What follows belongs to an exercise in optimizing a design on an open flow for small area and a short achievable clock period; a production flow would make more cautious choices.
At most, simulation tests tie the RTL to the original design; equivalence was not proved.
Power is estimated from default activity; no workload was simulated.

==> inputs of run F <==
==> flow/design.v <==
module max_c #(parameter W = 32) (
    input  [W-1:0] a,
    input  [W-1:0] b,
    output         gt);
    localparam L = $clog2(W);
    wire [2*W-2:0] g;
    wire [2*W-2:0] p;
    assign g[W-1:0] = a & ~b;
    assign p[W-1:0] = a | ~b;
    genvar l, i;
    generate
        for (l = 0; l < L; l = l + 1) begin : lvl
            localparam N   = W >> l;               
            localparam IN  = 2*W - 2*N;            
            localparam OUT = 2*W - N;              
            for (i = 0; i < N/2; i = i + 1) begin : node
                assign g[OUT+i] = g[IN+2*i+1] | (p[IN+2*i+1] & g[IN+2*i]);
                assign p[OUT+i] = p[IN+2*i+1] & p[IN+2*i];
            end
        end
    endgenerate
    assign gt = g[2*W-2];
endmodule
module max_relu (
    input  [31:0] a,
    input  [31:0] b,
    input  [31:0] c,
    output        sa,
    output        sb,
    output        sc);
    wire lab, lac, lbc;
    max_c #(32) cab ({1'b0, a[30:0]}, {1'b0, b[30:0]}, lab);
    max_c #(32) cac ({1'b0, a[30:0]}, {1'b0, c[30:0]}, lac);
    max_c #(32) cbc ({1'b0, b[30:0]}, {1'b0, c[30:0]}, lbc);
    wire ab = ~a[31] & (b[31] | lab);
    wire ac = ~a[31] & (c[31] | lac);
    wire bc = ~b[31] & (c[31] | lbc);
    assign sa = ab & ac;
    assign sb = ~ab & bc & ~b[31];
    assign sc = ~ac & ~bc & ~c[31];
endmodule
module max_pool_3x3 (
    input [31:0] v1,
    input [31:0] v2,
    input [31:0] v3,
    input [31:0] v4,
    input [31:0] v5,
    input [31:0] v6,
    input [31:0] v7,
    input [31:0] v8,
    input [31:0] v9,
    input en,
    input clk,
    output [31:0] selected);
    wire s1, s2, s3, s4, s5, s6, s7, s8, s9;
    max_relu g0 (v1, v2, v3, s1, s2, s3);
    max_relu g1 (v4, v5, v6, s4, s5, s6);
    max_relu g2 (v7, v8, v9, s7, s8, s9);
    wire [30:0] m0 = ({31{s1}} & v1[30:0]) | ({31{s2}} & v2[30:0]) | ({31{s3}} & v3[30:0]);
    wire [30:0] m1 = ({31{s4}} & v4[30:0]) | ({31{s5}} & v5[30:0]) | ({31{s6}} & v6[30:0]);
    wire [30:0] m2 = ({31{s7}} & v7[30:0]) | ({31{s8}} & v8[30:0]) | ({31{s9}} & v9[30:0]);
    wire t0, t1, t2;
    max_relu gf ({1'b0, m0}, {1'b0, m1}, {1'b0, m2}, t0, t1, t2);
    reg [30:0] q;
    wire [30:0] d = ({31{t0 & en}} & m0) | ({31{t1 & en}} & m1) | ({31{t2 & en}} & m2)
                  | ({31{~en}} & q);
    always @(posedge clk)
        q <= d;
    assign selected = {1'b0, q};
endmodule
==> flow/flow/run.sh <==
#!/bin/bash
# The standard layout, with two changes: ABC maps the logic with flow/map.abc
# (delay-targeted mapping) and every port gets the smallest buffer cell.
set -euo pipefail
here=$(pwd)
export BUFFER_PORTS_ARGS="-buffer_cell sky130_fd_sc_hd__buf_1"
export FLOW_ABC_SCRIPT=$here/flow/map.abc
sed "s|SYNTH_SCRIPT=[^ ]*|SYNTH_SCRIPT=$here/flow/synth.tcl|" standard.sh > flow_standard.sh
bash flow_standard.sh > standard_flow.log 2>&1
==> flow/flow/map.abc <==
strash
dch
map -D 2500
buffer
upsize -D 2500
dnsize -D 2500
==> flow/flow/synth.tcl <==
# The standard synthesis script, with ABC's mapping script replaced by flow/map.abc
proc synth {args} { yosys synth -nofsm -noshare {*}$args }
proc abc {args} {
  set i [lsearch -exact $args -script]
  if { $i >= 0 } { lset args [expr {$i + 1}] $::env(FLOW_ABC_SCRIPT) }
  yosys abc {*}$args
}
source $::env(SCRIPTS_DIR)/synth.tcl
# left out here: clear keep_hierarchy, flatten, clean up, hide names made inside functions, write 1_2_yosys.v
==> flow/standard.sh <==
#!/bin/bash
# synth_recipe.tcl (not shown) runs the flow's synth.tcl, then flattens the netlist and writes it again
# the make line also repeats each setting of config.mk as NAME=value (left out here)
make -C /OpenROAD-flow-scripts/flow DESIGN_CONFIG=/design/flow/config.mk WORK_HOME=/design/flow/orfs CLKGATE_MAP_FILE= SYNTH_SCRIPT=/design/flow/synth_recipe.tcl "${@:-finish}"
==> flow/config.mk <==
export PLATFORM = sky130hd
export DESIGN_NAME = max_pool_3x3
export DESIGN_NICKNAME = max_pool_3x3
export VERILOG_FILES = /design/flow/design.v
export SDC_FILE = /design/flow/constraint.sdc
export NUM_CORES = 4
export LEC_CHECK = 0
export CAP_MARGIN = 20
export CORE_MARGIN = 2
export CORE_UTILIZATION = 60
export SETUP_SLACK_MARGIN = 5
export SLEW_MARGIN = 20
==> flow/constraint.sdc <==
create_clock -name core_clock -period 12.0 [get_ports {clk}]
set_input_delay 2.4000 -clock core_clock [delete_from_list [all_inputs] [get_ports {clk}]]
set_output_delay 2.4000 -clock core_clock [all_outputs]
set_load 0.01 [all_outputs]
==> run D (differences from run F) <==
==> flow/design.v, changed modules only <==
module max_c #(parameter L = 5, parameter W = 1 << L) (
    input  [W-1:0] a,
    input  [W-1:0] b,
    output         gt);
    wire [2*W-2:0] g;
    wire [2*W-2:0] p;
    assign g[W-1:0] = a & ~b;
    assign p[W-1:0] = a | ~b;
    genvar l, i;
    generate
        for (l = 0; l < L; l = l + 1) begin : lvl
            localparam N   = W >> l;               
            localparam IN  = 2*W - 2*N;            
            localparam OUT = 2*W - N;              
            for (i = 0; i < N/2; i = i + 1) begin : node
                assign g[OUT+i] = g[IN+2*i+1] | (p[IN+2*i+1] & g[IN+2*i]);
                assign p[OUT+i] = p[IN+2*i+1] & p[IN+2*i];
            end
        end
    endgenerate
    assign gt = g[2*W-2];
endmodule
module max_relu (
    input  [31:0] a,
    input  [31:0] b,
    input  [31:0] c,
    output        sa,
    output        sb,
    output        sc);
    wire lab, lac, lbc;
    max_c #(5) cab ({1'b0, a[30:0]}, {1'b0, b[30:0]}, lab);
    max_c #(5) cac ({1'b0, a[30:0]}, {1'b0, c[30:0]}, lac);
    max_c #(5) cbc ({1'b0, b[30:0]}, {1'b0, c[30:0]}, lbc);
    wire ab = ~a[31] & (b[31] | lab);
    wire ac = ~a[31] & (c[31] | lac);
    wire bc = ~b[31] & (c[31] | lbc);
    assign sa = ab & ac;
    assign sb = ~ab & bc & ~b[31];
    assign sc = ~ac & ~bc & ~c[31];
endmodule
--- a/flow/flow/run.sh
+++ b/flow/flow/run.sh
@@ -5,4 +5,5 @@
 here=$(pwd)
 export BUFFER_PORTS_ARGS="-buffer_cell sky130_fd_sc_hd__buf_1"
+export SETUP_SLACK_MARGIN=5.5
 export FLOW_ABC_SCRIPT=$here/flow/map.abc
 sed "s|SYNTH_SCRIPT=[^ ]*|SYNTH_SCRIPT=$here/flow/synth.tcl|" standard.sh > flow_standard.sh
Settings changed: CORE_UTILIZATION 60 to 40, CTS_BUF_LIST from default to sky130_fd_sc_hd__clkbuf_8, SETUP_SLACK_MARGIN 5 to default.
==> run H (differences from run F) <==
==> flow/design.v, changed modules only <==
module max_relu (
    input  [31:0] a,
    input  [31:0] b,
    input  [31:0] c,
    output        sa,
    output        sb,
    output        sc);
    wire ab, ac, bc;
    max_c #(32) cab ({~a[31], a[30:0]}, {~b[31], b[30:0]}, ab);
    max_c #(32) cac ({~a[31], a[30:0]}, {~c[31], c[30:0]}, ac);
    max_c #(32) cbc ({~b[31], b[30:0]}, {~c[31], c[30:0]}, bc);
    assign sa = ab & ac;
    assign sb = ~ab & bc;
    assign sc = ~ac & ~bc;
endmodule
module max_pool_3x3 (
    input [31:0] v1,
    input [31:0] v2,
    input [31:0] v3,
    input [31:0] v4,
    input [31:0] v5,
    input [31:0] v6,
    input [31:0] v7,
    input [31:0] v8,
    input [31:0] v9,
    input en,
    input clk,
    output [31:0] selected);
    wire s1, s2, s3, s4, s5, s6, s7, s8, s9;
    max_relu g0 (v1, v2, v3, s1, s2, s3);
    max_relu g1 (v4, v5, v6, s4, s5, s6);
    max_relu g2 (v7, v8, v9, s7, s8, s9);
    wire [31:0] m0 = ({32{s1}} & v1) | ({32{s2}} & v2) | ({32{s3}} & v3);
    wire [31:0] m1 = ({32{s4}} & v4) | ({32{s5}} & v5) | ({32{s6}} & v6);
    wire [31:0] m2 = ({32{s7}} & v7) | ({32{s8}} & v8) | ({32{s9}} & v9);
    wire t0, t1, t2;
    max_relu gf (m0, m1, m2, t0, t1, t2);
    wire u0 = t0 & ~m0[31];
    wire u1 = t1 & ~m1[31];
    wire u2 = t2 & ~m2[31];
    wire [30:0] mx = ({31{u0}} & m0[30:0]) | ({31{u1}} & m1[30:0]) | ({31{u2}} & m2[30:0]);
    reg [30:0] q;
    always @(posedge clk)
        if (en) q <= mx;
    assign selected = {1'b0, q};
endmodule
Settings changed: CORE_UTILIZATION 60 to 40, GPL_TIMING_DRIVEN from default to 0.
==> run C (differences from run F) <==
==> flow/design.v, changed modules only <==
module max_relu (
    input  [31:0] a,
    input  [31:0] b,
    input  [31:0] c,
    output        sa,
    output        sb,
    output        sc);
    wire ab, ac, bc;
    max_c #(32) cab ({~a[31], a[30:0]}, {~b[31], b[30:0]}, ab);
    max_c #(32) cac ({~a[31], a[30:0]}, {~c[31], c[30:0]}, ac);
    max_c #(32) cbc ({~b[31], b[30:0]}, {~c[31], c[30:0]}, bc);
    assign sa = ab & ac;
    assign sb = ~ab & bc;
    assign sc = ~ac & ~bc;
endmodule
module max_pool_3x3 (
    input [31:0] v1,
    input [31:0] v2,
    input [31:0] v3,
    input [31:0] v4,
    input [31:0] v5,
    input [31:0] v6,
    input [31:0] v7,
    input [31:0] v8,
    input [31:0] v9,
    input en,
    input clk,
    output [31:0] selected);
    wire s1, s2, s3, s4, s5, s6, s7, s8, s9;
    max_relu g0 (v1, v2, v3, s1, s2, s3);
    max_relu g1 (v4, v5, v6, s4, s5, s6);
    max_relu g2 (v7, v8, v9, s7, s8, s9);
    wire [31:0] m0 = ({32{s1}} & v1) | ({32{s2}} & v2) | ({32{s3}} & v3);
    wire [31:0] m1 = ({32{s4}} & v4) | ({32{s5}} & v5) | ({32{s6}} & v6);
    wire [31:0] m2 = ({32{s7}} & v7) | ({32{s8}} & v8) | ({32{s9}} & v9);
    wire t0, t1, t2;
    max_relu gf (m0, m1, m2, t0, t1, t2);
    wire u0 = t0 & ~m0[31];
    wire u1 = t1 & ~m1[31];
    wire u2 = t2 & ~m2[31];
    wire [30:0] mx = ({31{u0}} & m0[30:0]) | ({31{u1}} & m1[30:0]) | ({31{u2}} & m2[30:0]);
    reg [30:0] q;
    always @(posedge clk)
        if (en) q <= mx;
    assign selected = {1'b0, q};
endmodule
==> flow/flow/run.sh (replaced) <==
#!/bin/bash
# Standard ORFS layout, with the smallest buffer cell on every port.
set -euo pipefail
export BUFFER_PORTS_ARGS="-buffer_cell sky130_fd_sc_hd__buf_1"
bash standard.sh > standard_flow.log 2>&1
Settings changed: CORE_UTILIZATION 60 to 40, SETUP_SLACK_MARGIN 5 to default.
removed: flow/flow/map.abc
removed: flow/flow/synth.tcl
==> notes.md <==
| item | run C | run H | run D | run F |
|---|---|---|---|---|
| Mean cell area of the mapped netlist | 6.990 µm² | 5.637 µm² | 5.639 µm² | 5.639 µm² |
| Vert. Die Dim | 157.2 µm | 156.6 µm | 156.9 µm | 128.8 µm |
| Area after DPL | 10860 µm² | 10910 µm² | 10660 µm² | 10490 µm² |
| Synth cell types | 77 | 62 | 70 | 70 |
| Pin count of the biggest net entering global routing | 43 | 32 | 94 | 95 |
| Status | finished clean | finished clean | finished clean | finished clean |
| Reported combinational group power | 846 µW | 1030 µW | 854 µW | 721 µW |
| Worst-case register-to-register setup slack | - | - | 11360 ps | 11320 ps |
| Initial antenna violation count | 0 | 3 | 0 | 0 |
| Final critical-path setup slack | 3522 ps | 5170 ps | 5690 ps | 5165 ps |
| Number of well taps | 319 | 313 | 313 | 188 |
| Max-Slew Margin vs Limit | 17.09% | 40.97% | 40.33% | 24.00% |
| Critical path depth | 18 | 19 | 20 | 20 |
For run F, run H and run C, only the layout was checked, not whether the RTL still works.

[re-timing with driven ports]
In the flow no input, the clock included, has a driving cell. The finished layouts below were timed again as built, in two steps. Step 1 assumes that a clkbuf_16 drives the clock port and a buf_2 every other input. Step 2 moves the port delays by t, midway between the first and last clock arrival at a register: inputs arrive t later, outputs are due t later. That takes back most of the time a late clock gives input paths. Three values: ideal, step 1, step 2; two values: the first two.
run	t, ns	slack for setup (ns)	pins driven straight from the clock port
run F	0.323	5.165 / 5.168 / 4.845	1
run D	0.330	5.690 / 5.675 / 5.345	1
run H	0.320	5.170 / 5.179 / 4.859	1
run C	0.322	3.522 / 3.539 / 3.217	1
After both steps every run listed still meets setup and hold. The setup slack of run D, which loses most, moves by -0.015 ns with the drivers and by -0.345 ns with both steps.
